Background: an optimization exercise with open tools, aiming at small area. Do not read the settings as production practice. The RTL was checked by simulation tests, not by an equivalence proof against the original design. The flow treats the clock pin as an ideal source, which a real chip does not have. No activity file was given, so power comes from the tool's default toggle rates.

// cpu
module cpu(input         clk, reset,
           input  [15:0] dataout, instruction,
           output        MemRd, MemWr,
           output [15:0] datain, instrAddr, dataAddr);
Size: roughly 84 I/O pins, about 12000 µm² of cells after synthesis.
==> flow/config.mk <==
export PLATFORM = sky130hd
export DESIGN_NAME = cpu
export DESIGN_NICKNAME = cpu
export VERILOG_FILES = /design/flow/design.v
export SDC_FILE = /design/flow/constraint.sdc
export NUM_CORES = 4
export LEC_CHECK = 0
export ABC_AREA = 1
export CAP_MARGIN = 20
export CORE_MARGIN = 2
export CORE_UTILIZATION = 40
export GPL_TIMING_DRIVEN = 0
export SLEW_MARGIN = 20
==> flow/constraint.sdc <==
create_clock -name core_clock -period 20.0 [get_ports {clk}]
set_input_delay 4.0000 -clock core_clock [delete_from_list [all_inputs] [get_ports {clk}]]
set_output_delay 4.0000 -clock core_clock [all_outputs]
set_load 0.01 [all_outputs]
standard.sh (not shown) runs the stock make flow with config.mk's settings and CLKGATE_MAP_FILE= SYNTH_SCRIPT=/design/flow/synth_recipe.tcl, a recipe that flattens the netlist after the stock synthesis.
==> flow/flow/run.sh <==
#!/bin/bash
# The standard layout with 1x port buffers, one inverter for the
# falling-edge clock and a clock tree of small buffers without dummy loads.
# Each step's output goes to a log of its own in this folder.
set -euo pipefail
here=$(cd "$(dirname "${BASH_SOURCE[0]}")" && pwd)
export BUFFER_PORTS_ARGS="-buffer_cell sky130_fd_sc_hd__buf_1"
export CTS_ARGS="-sink_clustering_enable -repair_clock_nets -dont_use_dummy_load -buf_list \"sky130_fd_sc_hd__clkbuf_8 sky130_fd_sc_hd__clkbuf_2\" -root_buf sky130_fd_sc_hd__clkbuf_8 -sink_clustering_size 16 -sink_clustering_max_diameter 60"
export PRE_CTS_TCL="$here/pre_cts.tcl"
export POST_CTS_TCL="$here/post_cts.tcl"
export PRE_GLOBAL_PLACE_TCL="$here/pre_place.tcl"
bash standard.sh synth > synth.log 2>&1
bash standard.sh floorplan > floorplan.log 2>&1
bash standard.sh place > place.log 2>&1
bash standard.sh cts > cts.log 2>&1
bash standard.sh finish > finish.log 2>&1
==> flow/flow/post_cts.tcl <==
set upsized 0
foreach inst [[ord::get_db_block] getInsts] {
  set master [[$inst getMaster] getName]
  if {![regexp {^sky130_fd_sc_hd__clkbuf_(\d+)$} $master -> size]} { continue }
  set net [[$inst findITerm X] getNet]
  if {$net == "NULL"} { continue }
  set loads [expr {[llength [$net getITerms]] - 1}]
  set want $size
  if {$loads > 16} { set want 16 } elseif {$loads > 8 && $size < 8} { set want 8 } elseif {$loads > 4 && $size < 4} { set want 4 }
  if {$want > $size} {
    replace_cell [$inst getName] sky130_fd_sc_hd__clkbuf_$want
    incr upsized
  }
}
puts "post_cts: upsized $upsized clock buffers"
if {$upsized > 0} {
  detailed_placement
  check_placement -verbose
}
==> flow/flow/pre_cts.tcl <==
# Keep the one inverter that makes the falling-edge clock instead of cloning it
# next to every flip-flop; clock_tree_synthesis buffers the net it drives.
proc repair_clock_inverters {args} {
  puts "repair_clock_inverters skipped"
}
==> flow/flow/pre_place.tcl <==
# Global placement runs without its timing-driven repair; remove the buffers synthesis
# left, as the timing-driven mode would, and leave fixes to the later repair steps.
remove_buffers
Next try:
--- a/flow/flow/run.sh
+++ b/flow/flow/run.sh
@@ -6,5 +6,5 @@
 here=$(cd "$(dirname "${BASH_SOURCE[0]}")" && pwd)
 export BUFFER_PORTS_ARGS="-buffer_cell sky130_fd_sc_hd__buf_1"
-export CTS_ARGS="-sink_clustering_enable -repair_clock_nets -dont_use_dummy_load -buf_list \"sky130_fd_sc_hd__clkbuf_8 sky130_fd_sc_hd__clkbuf_2\" -root_buf sky130_fd_sc_hd__clkbuf_8 -sink_clustering_size 16 -sink_clustering_max_diameter 60"
+export CTS_ARGS="-sink_clustering_enable -repair_clock_nets -dont_use_dummy_load -buf_list sky130_fd_sc_hd__clkbuf_8 -sink_clustering_size 16 -sink_clustering_max_diameter 60"
 export PRE_CTS_TCL="$here/pre_cts.tcl"
 export POST_CTS_TCL="$here/post_cts.tcl"
==> flow/flow/post_cts.tcl (replaced) <==
set upsized 0
foreach inst [[ord::get_db_block] getInsts] {
  if {[[$inst getMaster] getName] != "sky130_fd_sc_hd__clkbuf_8"} { continue }
  set net [[$inst findITerm X] getNet]
  if {$net == "NULL"} { continue }
  if {[llength [$net getITerms]] - 1 > 16} {
    replace_cell [$inst getName] sky130_fd_sc_hd__clkbuf_16
    incr upsized
  }
}
puts "post_cts: upsized $upsized clock buffers"
if {$upsized > 0} {
  detailed_placement
  check_placement -verbose
}
Settings changed: CORE_UTILIZATION 40 to 55.
Effect: Die area fell by 27%. Clock power barely changes. Final area fell by 0.85%. Core utilization rose by 16 points. Non-clock buffer count rose by 2. Worst hold slack improved by 0.0098 ns. Power fell by 0.36%.

* * *

Starting RTL as in the previous note.
## cpu
module cpu(input         clk, reset,
           input  [15:0] dataout, instruction,
           output        MemRd, MemWr,
           output [15:0] datain, instrAddr, dataAddr);
==> flow/config.mk <==
export PLATFORM = sky130hd
export DESIGN_NAME = cpu
export DESIGN_NICKNAME = cpu
export VERILOG_FILES = /design/flow/design.v
export SDC_FILE = /design/flow/constraint.sdc
export NUM_CORES = 4
export LEC_CHECK = 0
export ABC_AREA = 1
export CAP_MARGIN = 20
export CORE_MARGIN = 2
export CORE_UTILIZATION = 40
export GPL_TIMING_DRIVEN = 0
export SLEW_MARGIN = 20
==> flow/constraint.sdc <==
create_clock -name core_clock -period 20.0 [get_ports {clk}]
set_input_delay 4.0000 -clock core_clock [delete_from_list [all_inputs] [get_ports {clk}]]
set_output_delay 4.0000 -clock core_clock [all_outputs]
set_load 0.01 [all_outputs]
==> flow/flow/run.sh <==
#!/bin/bash
# The standard layout with 1x port buffers, one inverter for the
# falling-edge clock and a clock tree of small buffers without dummy loads.
# Each step's output goes to a log of its own in this folder.
set -euo pipefail
here=$(cd "$(dirname "${BASH_SOURCE[0]}")" && pwd)
export BUFFER_PORTS_ARGS="-buffer_cell sky130_fd_sc_hd__buf_1"
export CTS_ARGS="-sink_clustering_enable -repair_clock_nets -dont_use_dummy_load -buf_list sky130_fd_sc_hd__clkbuf_8 -sink_clustering_size 16 -sink_clustering_max_diameter 60"
export PRE_CTS_TCL="$here/pre_cts.tcl"
export POST_CTS_TCL="$here/post_cts.tcl"
export PRE_GLOBAL_PLACE_TCL="$here/pre_place.tcl"
# the Liberty file restructure maps to: the platform's, less its don't-use cells
dont_use=$(sed -n '/^export DONT_USE_CELLS/,/^$/p' "$FLOW_HOME/platforms/sky130hd/config.mk" | grep -oE 'sky130_fd_sc_hd__[A-Za-z0-9_]+' | tr '\n' ' ')
python3 "$here/filter_lib.py" "$FLOW_HOME/platforms/sky130hd/lib/sky130_fd_sc_hd__tt_025C_1v80.lib" "$PWD/restructure.lib" $dont_use > filter_lib.log 2>&1
export RESTRUCTURE_LIB="$PWD/restructure.lib"
bash standard.sh synth > synth.log 2>&1
bash standard.sh floorplan > floorplan.log 2>&1
bash standard.sh place > place.log 2>&1
bash standard.sh cts > cts.log 2>&1
bash standard.sh finish > finish.log 2>&1
==> flow/flow/filter_lib.py <==
#!/usr/bin/env python3
"""Copy a Liberty file without the cells named on the command line (the platform's
don't-use cells), so that a mapping that reads it cannot pick them."""
import re
import sys

src, dst, drop = sys.argv[1], sys.argv[2], set(sys.argv[3:])
text = open(src).read()
out = []
pos = 0
for m in re.finditer(r'\n(\s*)cell\s*\(\s*"?([\w$]+)"?\s*\)\s*\{', text):
    if m.start() < pos:
        continue
    if m.group(2) not in drop:
        continue
    # find the brace that closes this cell group
    depth, i = 0, m.end() - 1
    while True:
        c = text[i]
        if c == '{':
            depth += 1
        elif c == '}':
            depth -= 1
            if depth == 0:
                break
        i += 1
    out.append(text[pos:m.start()])
    pos = i + 1
out.append(text[pos:])
open(dst, 'w').write(''.join(out))
==> flow/flow/post_cts.tcl <==
set resized 0
foreach inst [[ord::get_db_block] getInsts] {
  set master [[$inst getMaster] getName]
  if {![regexp {^sky130_fd_sc_hd__clkbuf_(\d+)$} $master -> size]} { continue }
  set net [[$inst findITerm X] getNet]
  if {$net == "NULL"} { continue }
  set loads [expr {[llength [$net getITerms]] - 1}]
  set want $size
  if {$loads > 16} {
    set want 16
  } elseif {[string match "delaybuf_*" [$inst getName]] && $loads == 1} {
    set want 2
  } elseif {$loads <= 6 && $size > 4} {
    set want 4
  } elseif {0} {
    set want 2
  }
  if {$want != $size} {
    replace_cell [$inst getName] sky130_fd_sc_hd__clkbuf_$want
    incr resized
  }
}
puts "post_cts: resized $resized clock buffers"
if {$resized > 0} {
  detailed_placement
  check_placement -verbose
}

# Synthesis leaves cells sized for speed on paths with slack to spare; size them down.
repair_timing -recover_power 100 -verbose
detailed_placement
check_placement -verbose
==> flow/flow/pre_place.tcl <==
# Before global placement: map the combinational logic again for area with OpenROAD's
# restructure (ABC), to the platform's cells less its don't-use ones, leaving every register as synthesis made it, then remove the buffers
# synthesis left, as timing-driven placement would; later repair steps fix timing.
set_dont_use $::env(DONT_USE_CELLS)
foreach pass {1 2} {
  restructure -target area -liberty_file $::env(RESTRUCTURE_LIB) \
    -tielo_port sky130_fd_sc_hd__conb_1/LO -tiehi_port sky130_fd_sc_hd__conb_1/HI \
    -work_dir $::env(OBJECTS_DIR) -abc_logfile $::env(LOG_DIR)/restructure_abc.log
}
remove_buffers
Scripts as last shown in full above: flow/flow/pre_cts.tcl
Rerun with:
--- a/flow/flow/run.sh
+++ b/flow/flow/run.sh
@@ -11,6 +11,2 @@
 export PRE_GLOBAL_PLACE_TCL="$here/pre_place.tcl"
-# the Liberty file restructure maps to: the platform's, less its don't-use cells
-dont_use=$(sed -n '/^export DONT_USE_CELLS/,/^$/p' "$FLOW_HOME/platforms/sky130hd/config.mk" | grep -oE 'sky130_fd_sc_hd__[A-Za-z0-9_]+' | tr '\n' ' ')
-python3 "$here/filter_lib.py" "$FLOW_HOME/platforms/sky130hd/lib/sky130_fd_sc_hd__tt_025C_1v80.lib" "$PWD/restructure.lib" $dont_use > filter_lib.log 2>&1
-export RESTRUCTURE_LIB="$PWD/restructure.lib"
 bash standard.sh synth > synth.log 2>&1
==> flow/flow/pre_place.tcl (replaced) <==
# Global placement runs without its timing-driven repair; remove the buffers synthesis
# left, as the timing-driven mode would, and leave fixes to the later repair steps.
remove_buffers
removed: flow/flow/filter_lib.py
What happened:
- final cell count goes up by about 19%
- worst hold slack gets better by 0.0033 ns
- routed wire length rises by about 3.4%
- first-iteration DRC count goes down by 27%
- sequential cell count is unchanged
- worst setup slack improved by 0.39 ns
- final area grows by 4.8%
- synthesized area stays the same
- total power rose by 2.6%
- combinational power came out higher by about 6%
Rerun with:
--- a/flow/flow/post_cts.tcl
+++ b/flow/flow/post_cts.tcl
@@ -27,6 +27 @@
 }
-
-# Synthesis leaves cells sized for speed on paths with slack to spare; size them down.
-repair_timing -recover_power 100 -verbose
-detailed_placement
-check_placement -verbose
What happened: The changed run passed the timing, design-rule and antenna checks; sequential cell count is unchanged; clock power is about the same; setup slack got worse by 0.061 ns; count of clock-buffer cells in the layout is unchanged; first-iteration DRC count decreases by about 9%; final cell count barely changes; sequential power barely changes; wire length stays flat.
Rerun with:
--- a/flow/flow/run.sh
+++ b/flow/flow/run.sh
@@ -7,6 +7,4 @@
 export BUFFER_PORTS_ARGS="-buffer_cell sky130_fd_sc_hd__buf_1"
-export CTS_ARGS="-sink_clustering_enable -repair_clock_nets -dont_use_dummy_load -buf_list sky130_fd_sc_hd__clkbuf_8 -sink_clustering_size 16 -sink_clustering_max_diameter 60"
+export CTS_ARGS="-sink_clustering_enable -repair_clock_nets -dont_use_dummy_load -buf_list sky130_fd_sc_hd__clkbuf_16 -sink_clustering_size 35 -sink_clustering_max_diameter 80 -delay_buffer_derate 0"
 export PRE_CTS_TCL="$here/pre_cts.tcl"
-export POST_CTS_TCL="$here/post_cts.tcl"
-export PRE_GLOBAL_PLACE_TCL="$here/pre_place.tcl"
 bash standard.sh synth > synth.log 2>&1
--- a/flow/config.mk
+++ b/flow/config.mk
@@ -8,6 +8,6 @@
 export ABC_AREA = 1
-export CAP_MARGIN = 20
+export CAP_MARGIN = 5
 export CORE_MARGIN = 2
-export CORE_UTILIZATION = 40
+export CORE_UTILIZATION = 65
 export GPL_TIMING_DRIVEN = 0
-export SLEW_MARGIN = 20
+export SLEW_MARGIN = 5
removed: flow/flow/post_cts.tcl
removed: flow/flow/pre_place.tcl
What happened:
- The changed run finished clean
- sequential share of layout area goes down by 1.4 points
- setup slack degrades by 0.084 ns
- final cell count goes down by a few percent
- critical path depth does not change
- synthesized area is unchanged
- die area goes down by well over a third
- clock skew goes down by 0.13 ns
Rerun with:
--- a/flow/flow/run.sh
+++ b/flow/flow/run.sh
@@ -7,4 +7,6 @@
 export BUFFER_PORTS_ARGS="-buffer_cell sky130_fd_sc_hd__buf_1"
-export CTS_ARGS="-sink_clustering_enable -repair_clock_nets -dont_use_dummy_load -buf_list sky130_fd_sc_hd__clkbuf_16 -sink_clustering_size 35 -sink_clustering_max_diameter 80 -delay_buffer_derate 0"
+export CTS_ARGS="-sink_clustering_enable -repair_clock_nets -dont_use_dummy_load -buf_list sky130_fd_sc_hd__clkbuf_8 -sink_clustering_size 16 -sink_clustering_max_diameter 60"
 export PRE_CTS_TCL="$here/pre_cts.tcl"
+export POST_CTS_TCL="$here/post_cts.tcl"
+export PRE_GLOBAL_PLACE_TCL="$here/pre_place.tcl"
 bash standard.sh synth > synth.log 2>&1
==> flow/flow/post_cts.tcl (new file) <==
set upsized 0
foreach inst [[ord::get_db_block] getInsts] {
  if {[[$inst getMaster] getName] != "sky130_fd_sc_hd__clkbuf_8"} { continue }
  set net [[$inst findITerm X] getNet]
  if {$net == "NULL"} { continue }
  if {[llength [$net getITerms]] - 1 > 16} {
    replace_cell [$inst getName] sky130_fd_sc_hd__clkbuf_16
    incr upsized
  }
}
puts "post_cts: upsized $upsized clock buffers"
if {$upsized > 0} {
  detailed_placement
  check_placement -verbose
}
==> flow/flow/pre_place.tcl (new file) <==
# Global placement runs without its timing-driven repair; remove the buffers synthesis
# left, as the timing-driven mode would, and leave fixes to the later repair steps.
remove_buffers
--- a/flow/config.mk
+++ b/flow/config.mk
@@ -8,6 +8,6 @@
 export ABC_AREA = 1
-export CAP_MARGIN = 5
+export CAP_MARGIN = 20
 export CORE_MARGIN = 2
-export CORE_UTILIZATION = 65
+export CORE_UTILIZATION = 40
 export GPL_TIMING_DRIVEN = 0
-export SLEW_MARGIN = 5
+export SLEW_MARGIN = 20
Count of clock-buffer cells in the layout is higher by 2.
Total power is lower by 6.8%.
Core utilization is lower by 29 points.
Routed wire length stays flat.
Area after synthesis is unchanged.
Cell area is lower by 2.4%.
Sequential share of layout area is higher by 1.0 points.

* * *

cpu, a different RTL version from the one above (not shown whole).
For scale: ~1,400 cells after synthesis, about 230 flip-flops, roughly 84 I/O pins, roughly 0.012 mm^2 of cells after synthesis.
export LEC_CHECK = 0
export ABC_AREA = 1
export CAP_MARGIN = 20
export CORE_MARGIN = 2
export CORE_UTILIZATION = 40
export SLEW_MARGIN = 20
create_clock -name core_clock -period 20.0 [get_ports {clk}]
==> flow/flow/run.sh <==
#!/bin/bash
# The standard layout with 1x port buffers, one inverter for the
# falling-edge clock and a clock tree of small buffers without dummy loads.
# Each step's output goes to a log of its own in this folder.
set -euo pipefail
here=$(cd "$(dirname "${BASH_SOURCE[0]}")" && pwd)
export BUFFER_PORTS_ARGS="-buffer_cell sky130_fd_sc_hd__buf_1"
export CTS_ARGS="-sink_clustering_enable -repair_clock_nets -dont_use_dummy_load -buf_list \"sky130_fd_sc_hd__clkbuf_4 sky130_fd_sc_hd__clkbuf_8\" -sink_clustering_size 10 -sink_clustering_max_diameter 40"
export PRE_CTS_TCL="$here/pre_cts.tcl"
bash standard.sh synth > synth.log 2>&1
bash standard.sh floorplan > floorplan.log 2>&1
bash standard.sh place > place.log 2>&1
bash standard.sh cts > cts.log 2>&1
bash standard.sh finish > finish.log 2>&1
Scripts as last shown in full above: flow/flow/pre_cts.tcl
Change:
--- a/flow/flow/run.sh
+++ b/flow/flow/run.sh
@@ -6,5 +6,5 @@
 here=$(cd "$(dirname "${BASH_SOURCE[0]}")" && pwd)
 export BUFFER_PORTS_ARGS="-buffer_cell sky130_fd_sc_hd__buf_1"
-export CTS_ARGS="-sink_clustering_enable -repair_clock_nets -dont_use_dummy_load -buf_list \"sky130_fd_sc_hd__clkbuf_4 sky130_fd_sc_hd__clkbuf_8\" -sink_clustering_size 10 -sink_clustering_max_diameter 40"
+export CTS_ARGS="-sink_clustering_enable -repair_clock_nets -dont_use_dummy_load -buf_list sky130_fd_sc_hd__clkbuf_8 -sink_clustering_size 16 -sink_clustering_max_diameter 60 -delay_buffer_derate 0"
 export PRE_CTS_TCL="$here/pre_cts.tcl"
 bash standard.sh synth > synth.log 2>&1
--- a/flow/config.mk
+++ b/flow/config.mk
@@ -7,6 +7,7 @@
 export LEC_CHECK = 0
 export ABC_AREA = 1
-export CAP_MARGIN = 20
+export CAP_MARGIN = 5
 export CORE_MARGIN = 2
 export CORE_UTILIZATION = 40
-export SLEW_MARGIN = 20
+export GPL_TIMING_DRIVEN = 0
+export SLEW_MARGIN = 5
Effect: The changed run finished with timing, DRC and antenna clean. Worst setup slack is worse by 0.66 ns. Area after synthesis does not change. Final cell count rises by 1.5%. Total power rises by 1.0%. Wire length rises by 5.0%. Critical path depth rises by 1.
Change:
--- a/flow/flow/run.sh
+++ b/flow/flow/run.sh
@@ -6,5 +6,5 @@
 here=$(cd "$(dirname "${BASH_SOURCE[0]}")" && pwd)
 export BUFFER_PORTS_ARGS="-buffer_cell sky130_fd_sc_hd__buf_1"
-export CTS_ARGS="-sink_clustering_enable -repair_clock_nets -dont_use_dummy_load -buf_list sky130_fd_sc_hd__clkbuf_8 -sink_clustering_size 16 -sink_clustering_max_diameter 60 -delay_buffer_derate 0"
+export CTS_ARGS="-sink_clustering_enable -repair_clock_nets -dont_use_dummy_load -buf_list sky130_fd_sc_hd__clkbuf_8 -sink_clustering_size 16 -sink_clustering_max_diameter 60"
 export PRE_CTS_TCL="$here/pre_cts.tcl"
 bash standard.sh synth > synth.log 2>&1
--- a/flow/config.mk
+++ b/flow/config.mk
@@ -7,7 +7,6 @@
 export LEC_CHECK = 0
 export ABC_AREA = 1
-export CAP_MARGIN = 5
+export CAP_MARGIN = 20
 export CORE_MARGIN = 2
 export CORE_UTILIZATION = 40
-export GPL_TIMING_DRIVEN = 0
-export SLEW_MARGIN = 5
+export SLEW_MARGIN = 20
Outcome: Die area is unchanged. First-iteration DRC count falls by 15%. Final cell count shrinks by 1.5%. Routed wire length shrinks by 4.8%. Total power goes down by 1.0%. Design area goes down by 1.0%. Worst setup slack is better by 0.66 ns. Global-route usage falls by 1.3 points. Synthesized cell count does not change. Hold slack barely changes. Sequential cell count stays the same.
